Context: an optimization exercise on an open-source flow, tuned for small area. The choices shown serve that exercise and are no tape-out recipe. For this run, only the layout was checked, not whether the RTL still works. No activity file was given, so power comes from the tool's default toggle rates.

===== config.mk =====
export PLATFORM = sky130hd
export DESIGN_NAME = stego_top
export DESIGN_NICKNAME = stego_top
export VERILOG_FILES = /design/flow/design.v
export SDC_FILE = /design/flow/constraint.sdc
export NUM_CORES = 4
export LEC_CHECK = 0
export ABC_AREA = 1
export CAP_MARGIN = 20
export CORE_MARGIN = 2
export CORE_UTILIZATION = 55
export PLACE_DENSITY = 0.7
export SLEW_MARGIN = 20

===== constraint.sdc =====
create_clock -name core_clock -period 6.0 [get_ports {clk}]
set_input_delay 1.2000 -clock core_clock [delete_from_list [all_inputs] [get_ports {clk}]]
set_output_delay 1.2000 -clock core_clock [all_outputs]
set_load 0.01 [all_outputs]

===== design.v =====
`timescale 1ns / 1ps
module Controller(
   input clk, rst, input [5:0] Switches,
   output reg [15:0] add_img,
   output reg [15:0] add_imgencoder,
   output reg [11:0] add_data,
   input flag_AV_edge_detected, flag_AV_starting_img_pixels
    );
wire m1  = Switches == 6'd1;
wire m2  = Switches == 6'd2;
wire m4  = Switches == 6'd4;
wire m8  = Switches == 6'd8;
wire m16 = Switches == 6'd16;
wire m32 = Switches == 6'd32;
wire valid = m1 | m2 | m4 | m8 | m16 | m32;
reg       started;
reg [4:0] c;
wire c_last = (m4  & c[4] & c[2] & c[1] & c[0]) |    
              (m8  & c[2] & c[0]) |                  
              (m16 & c[3] & c[1] & c[0]) |           
              (m32 & c[2]);                          
wire cmode  = m4 | m8 | m16 | m32;
wire run    = valid & flag_AV_starting_img_pixels & started;
wire hit    = run & flag_AV_edge_detected;
wire step   = hit & ((m1 & (&add_img[1:0])) | (m2 & (&add_img[2:0])) | c_last);
always @(posedge clk, posedge rst) begin
    if (rst) begin
        add_img <= 0;
        add_imgencoder <= 0;
        add_data <= 0;
        started <= 0;
        c <= 0;
    end else begin
        if (valid)
            add_img <= add_img + 1'b1;
        if (valid & flag_AV_starting_img_pixels)
            started <= 1'b1;
        if (run)
            add_imgencoder <= add_imgencoder + 1'b1;
        if (hit & cmode)
            c <= c_last ? 5'd0 : c + 1'b1;
        if (step)
            add_data <= add_data + 1'b1;
    end
end
endmodule
`timescale 1ns / 1ps
module encoder(
input clk, rst, input [5:0] Switches,
input [23:0]  message,
input [23:0] img,
output reg [23:0] stego_out,
input flagAV_edge_detected, flag_start_encoding,
output reg flag_starting_decoding
    );
wire m1  = Switches == 6'd1;
wire m2  = Switches == 6'd2;
wire m4  = Switches == 6'd4;
wire m8  = Switches == 6'd8;
wire m16 = Switches == 6'd16;
wire m32 = Switches == 6'd32;
wire valid = m1 | m2 | m4 | m8 | m16 | m32;
reg [4:0] p;
reg enable1, enable2;
wire p_last = (m1  & p[4]) |                          
              (m2  & p[4] & p[0]) |                   
              (m4  & p[4] & p[2] & p[1] & p[0]) |     
              (m8  & p[4] & p[2]) |                   
              (m16 & p[4] & p[2] & p[1]) |            
              (m32 & p[4]);                           
wire [2:0] w = m1 ? 3'd6 : m2 ? 3'd3 : m4 ? 3'd1 : m8 ? 3'd4 : m16 ? 3'd2 : 3'd5;
localparam [23:0] P1 = 24'b011101011101011101111101;   
localparam [23:0] P2 = 24'b001101011001011101111001;   
localparam [23:0] P3 = 24'b000101011001010101110001;   
localparam [23:0] P4 = 24'b000001001001010001100001;   
localparam [23:0] P5 = 24'b000001000001000001000001;   
wire [23:0] dec = 24'd1 << p;
wire M0 = |(dec & message);
wire M1 = |(dec & P1 & {1'b0, message[23:1]});
wire M2 = |(dec & P2 & {2'b0, message[23:2]});
wire M3 = |(dec & P3 & {3'b0, message[23:3]});
wire M4 = |(dec & P4 & {4'b0, message[23:4]});
wire M5 = |(dec & P5 & {5'b0, message[23:5]});
wire l32 = m32 & p[4];    
reg [23:0] emb;
always @* begin
    emb = img;
    emb[0]  = m4 ? img[0] : M0;
    emb[1]  = (m1 | m32 & ~l32) ? M1 : img[1];
    emb[8]  = m1 ? M2 : (m2 | m8 | l32) ? M1 : m32 ? M2 : img[8];
    emb[9]  = m1 ? M3 : img[9];
    emb[16] = m1 ? M4 : m4 ? M0 : m16 ? M1 : (m2 | m8 | l32) ? M2 : M3;
    emb[17] = m1 ? M5 : (m8 | l32) ? M3 : m32 ? M4 : img[17];
end
always @(posedge clk, posedge rst) begin
    if (rst) begin
        stego_out <= 0;
        p <= 0;
        flag_starting_decoding <= 0;
        enable1 <= 0;
        enable2 <= 0;
    end else if (flag_start_encoding) begin
        enable1 <= flagAV_edge_detected;
        enable2 <= enable1;
        if (enable2) begin
            flag_starting_decoding <= 1'b1;
            if (valid) begin
                stego_out <= emb;
                p <= p_last ? 5'd0 : p + w;
            end
        end else begin
            stego_out <= img;
            flag_starting_decoding <= 1'b0;
        end
    end
end
endmodule
`timescale 1ns / 1ps
module Decoderr(
    input clk, rst, input [5:0] Switches,
    input flag_enable_Decoder,
    input [23:0] stego_in,
    output reg [23:0] msg_out
    );
wire m1  = Switches == 6'd1;
wire m2  = Switches == 6'd2;
wire m4  = Switches == 6'd4;
wire m8  = Switches == 6'd8;
wire m16 = Switches == 6'd16;
wire m32 = Switches == 6'd32;
wire valid = m1 | m2 | m4 | m8 | m16 | m32;
reg [23:0] out;
reg [4:0] k;
wire k_last = (m1  & k[1] & k[0]) |                  
              (m2  & k[2] & k[1] & k[0]) |           
              (m4  & k[4] & k[2] & k[1] & k[0]) |    
              (m8  & k[2] & k[0]) |                  
              (m16 & k[3] & k[1] & k[0]) |           
              (m32 & k[2]);                          
wire l32 = m32 & k[2];
wire [5:0] s6 = {stego_in[17:16], stego_in[9:8], stego_in[1:0]};
wire [2:0] s3 = {stego_in[16], stego_in[8], stego_in[0]};
wire [3:0] s4 = {stego_in[17:16], stego_in[8], stego_in[0]};
wire [1:0] s2 = {stego_in[16], stego_in[0]};
wire [4:0] s5 = {stego_in[17:16], stego_in[8], stego_in[1:0]};
wire en = flag_enable_Decoder & valid;
wire sh1 = en & m4;
wire sh2 = en & m16;
wire sh3 = en & m2;
wire sh4 = en & (m8 | l32);
wire sh5 = en & m32 & ~l32;
wire sh6 = en & m1;
wire h   = ~en;
wire [29:0] ext = {stego_in[17], stego_in[16], stego_in[9], stego_in[8], stego_in[1], stego_in[0], out};
wire [23:0] nxt;
genvar i;
generate for (i = 0; i < 24; i = i + 1) begin : g
    wire x1 = (i + 1 < 24) ? out[(i+1) % 24] : stego_in[16];
    wire x2 = (i + 2 < 24) ? out[(i+2) % 24] : (i == 22 ? stego_in[0] : stego_in[16]);
    wire x3 = (i + 3 < 24) ? out[(i+3) % 24] : (i == 21 ? stego_in[0] : i == 22 ? stego_in[8] : stego_in[16]);
    wire x4 = (i + 4 < 24) ? out[(i+4) % 24] : (i == 20 ? stego_in[0] : i == 21 ? stego_in[8] : i == 22 ? stego_in[16] : stego_in[17]);
    wire x5 = (i + 5 < 24) ? out[(i+5) % 24] : (i == 19 ? stego_in[0] : i == 20 ? stego_in[1] : i == 21 ? stego_in[8] : i == 22 ? stego_in[16] : stego_in[17]);
    wire x6 = (i + 6 < 24) ? out[(i+6) % 24] : ext[i + 6 - 24 + 24];
    assign nxt[i] = (h & out[i]) | (sh1 & x1) | (sh2 & x2) | (sh3 & x3) | (sh4 & x4) | (sh5 & x5) | (sh6 & x6);
end endgenerate
always @(posedge clk, posedge rst) begin
    if (rst) begin
        out <= 0;
        k <= 0;
        msg_out <= 0;
    end else begin
        out <= nxt;
        if (en) begin
            if (k == 5'd0)
                msg_out <= out;
            k <= k_last ? 5'd0 : k + 1'b1;
        end
    end
end
endmodule
`timescale 1ns / 1ps
module stego_top(
    input         clk,
    input         rst,
    input  [5:0]  sw,
    input         edge_detected,
    input         start_pixels,
    input  [23:0] message,
    input  [23:0] img,
    output [15:0] add_img,
    output [15:0] add_imgencoder,
    output [11:0] add_data,
    output [23:0] stego_out,
    output        stego_valid,
    output [23:0] msg_out
    );
Controller u_ctrl(
    .clk(clk), .rst(rst), .Switches(sw),
    .add_img(add_img), .add_imgencoder(add_imgencoder), .add_data(add_data),
    .flag_AV_edge_detected(edge_detected),
    .flag_AV_starting_img_pixels(start_pixels)
    );
encoder u_enc(
    .clk(clk), .rst(rst), .Switches(sw),
    .message(message), .img(img),
    .stego_out(stego_out),
    .flagAV_edge_detected(edge_detected),
    .flag_start_encoding(start_pixels),
    .flag_starting_decoding(stego_valid)
    );
Decoderr u_dec(
    .clk(clk), .rst(rst), .Switches(sw),
    .flag_enable_Decoder(stego_valid),
    .stego_in(stego_out),
    .msg_out(msg_out)
    );
endmodule

===== run.sh =====
#!/bin/bash
# synth_recipe.tcl (not shown) runs the flow's synth.tcl, then flattens the netlist and writes it again
# the make line also repeats each setting of config.mk as NAME=value (left out here)
make -C /OpenROAD-flow-scripts/flow DESIGN_CONFIG=/design/flow/config.mk WORK_HOME=/design/flow/orfs CLKGATE_MAP_FILE= SYNTH_SCRIPT=/design/flow/synth_recipe.tcl finish

==> results.txt <==
synthesized netlist by cell type, types with 3 or more instances:
cell type	number	area, µm²
sky130_fd_sc_hd__ha_1	10	125
sky130_fd_sc_hd__o21ai_0	57	285
sky130_fd_sc_hd__o211ai_1	3	22.5
sky130_fd_sc_hd__clkinv_1	4	15.0
sky130_fd_sc_hd__nand4_1	29	181
sky130_fd_sc_hd__nand2_2	5	31.3
sky130_fd_sc_hd__dfrtp_1	135	3380
sky130_fd_sc_hd__buf_4	6	45.0
sky130_fd_sc_hd__inv_1	117	439
sky130_fd_sc_hd__xor2_1	28	245
sky130_fd_sc_hd__clkbuf_1	18	67.6
sky130_fd_sc_hd__o22ai_1	55	344
sky130_fd_sc_hd__nor3_1	22	110
sky130_fd_sc_hd__buf_2	15	75.1
sky130_fd_sc_hd__a21oi_1	59	295
sky130_fd_sc_hd__xnor2_1	9	78.8
sky130_fd_sc_hd__nor2_1	108	405
sky130_fd_sc_hd__nand2_1	267	1000
sky130_fd_sc_hd__nor4_1	7	43.8
sky130_fd_sc_hd__nand3_1	74	370
sequential cells by signal, summed over array words and instances (netlist names), 12 cells and up:
signal,flops
u_dec.msg_out,24
u_dec.out,24
u_enc.stego_out,24
u_ctrl.add_img,16
u_ctrl.add_imgencoder,16
u_ctrl.add_data,12
metal layers:
metal / GRT usage [%] / vias up
met4: 10.4 / 0
met5: 0 / -
met3: 6.13 / 49
li1: - / 3732
met1: 37.4 / 3567
met2: 47.4 / 293
through the flow:
step	std cells	hold slack, ps	utilization (%)	worst slack [ps]
2_1_floorplan	1053	449	-	1190
3_3_place_gp	1347	460	67.4	1730
3_5_place_dp	1347	464	67.4	1650
4_1_cts	1379	474	71.7	2090
5_1_grt	1379	488	71.7	1680
6_report	1379	467	71.7	1980
cells by family (layout without fill, tap and decap cells):
kind of cell	Yosys count	count (layout)	share of synthesized area [%]
buffers and inverters	165	311	8.65
AO/OA/AOI/OAI	184	184	13.2
adder cells (fa/ha/maj)	11	11	1.86
flip-flops	135	135	43.4
AND/OR/NAND/NOR	520	520	28.6
XOR/XNOR	37	37	4.16
multiplexers	1	1	0.145
power by group through the flow:
stage / sequential (mW) / combinational [mW] / clock, mW
after floorplan: 1.28 / 0.670 / 0
after global placement: 1.32 / 1.08 / 0
after detailed placement: 1.32 / 1.09 / 0
after CTS: 1.30 / 1.10 / 1.07
after global routing: 1.33 / 1.22 / 1.12
final: 1.31 / 1.11 / 1.06
critical path, stage by stage:
cell	delay (ps)
sky130_fd_sc_hd__clkdlybuf4s50_1	480
sky130_fd_sc_hd__nor2_2	200
sky130_fd_sc_hd__nand4_1	270
sky130_fd_sc_hd__nand2_1	230
sky130_fd_sc_hd__nor3_4	90
sky130_fd_sc_hd__nor2_4	640
sky130_fd_sc_hd__nand2_1	730
sky130_fd_sc_hd__o22ai_1	390
sky130_fd_sc_hd__nor2_1	70
sky130_fd_sc_hd__nand2_1	60
cell type report:
type / instances / area (µm²)
Multi-Input combinational cell: 753 / 3730
Tap cell: 180 / 225
Fill cell: 1169 / 3930
Inverter: 125 / 479
Clock inverter: 13 / 148
Timing Repair Buffer: 154 / 1530
Sequential cell: 135 / 3380
Clock buffer: 19 / 453
worst max-delay path by stage:
| stage | cells after the start | slack (ps) | start | to |
|---|---|---|---|---|
| 6_report | 10 | 1980 | sw[5] | u_dec.out[16] |
| 3_3_place_gp | 10 | 1730 | sw[5] | u_dec.out[14] |
| 4_1_cts | 10 | 2090 | sw[5] | u_dec.out[13] |
| 2_1_floorplan | 1 | 1190 | rst | u_ctrl.add_data[0] |
| 3_5_place_dp | 10 | 1650 | sw[5] | u_dec.out[12] |
| 5_1_grt | 10 | 1680 | sw[5] | u_dec.out[6] |
==> flow_metrics.env <==
export IMPL_top_layer_used="met4"
export IMPL_clock_power_share_pct=30.5
export IMPL_power_frac_seq_pct=37.7
export IMPL_port_buffers=150
export IMPL_endpoint_kind="flip-flop"
export IMPL_insertedDiodeCount=0
export IMPL_dr_total_vias=7641
export IMPL_max_slew_worst_pin_slew_ps=912
export IMPL_postPlaceCellArea_um2=9350
export IMPL_detail_route_iter0_violations=757
export IMPL_floorplan_io_pins=151
export IMPL_fin_max_slew_vios=0
export IMPL_setup_viol=0
export IMPL_synth_seq_area_share_pct=43.4
export IMPL_drc=0
export IMPL_rrSetupSlack_ps=2890
export IMPL_data_arrival_time_of_the_worst_path_ps=4380
export IMPL_r2r_worst_path_cells=9
export IMPL_grt_max_degree=99
export IMPL_clk_pin_slew_ps=60
export IMPL_via_per_inst=5.54
export IMPL_cts_root_buffer="sky130_fd_sc_hd__clkbuf_16"
export IMPL_wl_um=21600
export IMPL_power_density_over_the_cells_nw_per_um2=349
export IMPL_post_cts_resize_count=0
export IMPL_global_route_wire_length_before_repair_um=34000
export IMPL_post_synth_instance_area_um2=7790
export IMPL_final_total_power_mw=3.48
export IMPL_global_route_overflow_total=0
export IMPL_met3_length_um=1140
export IMPL_result_of_the_run="finished clean"
export IMPL_finish_net_count=1255
export IMPL_die_height_um=123
export IMPL_layout_commonest_cell="sky130_fd_sc_hd__nand2_1"
export IMPL_synth_cell_types=40
export IMPL_max_cap_viol_count=0
export IMPL_start_kind="primary input"
export IMPL_initial_util_pct=56.1
export IMPL_drt_pass1_iter_count=7
export IMPL_postSynthRegisterBits=135
export IMPL_max_clock_freq_mhz=249
export IMPL_period_share_pct=67.0
export IMPL_hold_end="u_ctrl.add_img[15]"
export IMPL_layout_area_overhead_vs_synth_pct=27.8
export IMPL_synth_ff_type="sky130_fd_sc_hd__dfrtp_1"
export IMPL_combinationalPowerShare_pct=31.8
export IMPL_fin_tns_setup_ps=0
export IMPL_number_of_antenna_violations_at_the_first_check_in_global_routing=0
export IMPL_cts_path_max_buffers=2
export IMPL_synth_warning_count=3
export IMPL_min_delay_path_class="flip-flop to flip-flop"
export IMPL_crit_path_max_fo=37
export IMPL_clock_sinks=135
export IMPL_design_die_area_um2=15100
export IMPL_slew_headroom_pct=39.2
export IMPL_p_sw_mw=1.30
export IMPL_layout_min_cycle_time_ps=4020
export IMPL_cts_made_buffers=17
export IMPL_grt_util_all_layers_pct=28.7
export IMPL_most_common_layout_cells="sky130_fd_sc_hd__nand2_1 (267), sky130_fd_sc_hd__clkdlybuf4s50_1 (150), sky130_fd_sc_hd__dfrtp_1 (135), sky130_fd_sc_hd__inv_1 (116), sky130_fd_sc_hd__nor2_1 (108)"
export IMPL_clock_tree_htree_level_count=4
export IMPL_cts_hold_fix_buffers=0
export IMPL_async_flop_share_pct=100
export IMPL_fin_area_um2=9950
export IMPL_worst_setup_path_type="primary input to flip-flop"
export IMPL_power_leakage_nw=4.72
export IMPL_wl_per_cell_um=15.6
export IMPL_rsz_0062_raised_after_global_routing="false"
export IMPL_holdPathStages=1
export IMPL_clock_skew_final_ps=7.17
export IMPL_clock_latency_ps=430
export IMPL_chipWidth_um=123
export IMPL_place_hpwl_um=15200
export IMPL_report_final_hold_viol_count=0
export IMPL_p_sw_share_pct=37.4
export IMPL_r2r_start="u_enc.p[4]"
export IMPL_met2_wirelength_um=10700
export IMPL_core_um2=13900
export IMPL_rows=43
export IMPL_synth_avg_cell_area_um2=7.39
export IMPL_cts_tree="yes"
export IMPL_worst_ir_drop_vdd_v=0.000249
export IMPL_place_congestion=0.953
export IMPL_post_cts_setup_buffers=0
export IMPL_holdCritStartpoint="u_ctrl.add_img[15]"
export IMPL_antenna_left=0
export IMPL_synthesis_instances=1053
export IMPL_synth_fp_nets=1122
export IMPL_first_global_vias=6958
export IMPL_worstPathRequired_ps=6370
export IMPL_synth_edf_count=0
export IMPL_final_layout_size_suffix_gt1_share_pct=4.59
export IMPL_internal_power_mw=2.18
export IMPL_regToRegEndpoint="u_enc.stego_out[9]"
export IMPL_drt_met1_wl_um=9090

[separate check: timing with driven ports]
The results above use ideal ports. As a check the final layout listed here was re-extracted and re-timed, cells and wires unchanged.
Step 1: set_driving_cell puts a clkbuf_16 on clk and a buf_2 on each other input, an assumption about the parent block.
Step 2, shift: input delay + t, output delay - t, t = (earliest + latest rising clock arrival at the registers) / 2. This alone moves slack from input paths to output paths.
a / b / c = ideal / step 1 / step 2; a / b = the first two.
t, ns: 0.469
setup WS [ns]: 1.981 / 2.005 / 1.536
hold slack, ns: 0.467 / 0.467 / 0.467
worst data-port slew with drivers (ns): 0.06
After both steps setup and hold are still met in this run. For this run, drivers alone change the setup slack by +0.024 ns; drivers and shift together by -0.445 ns.
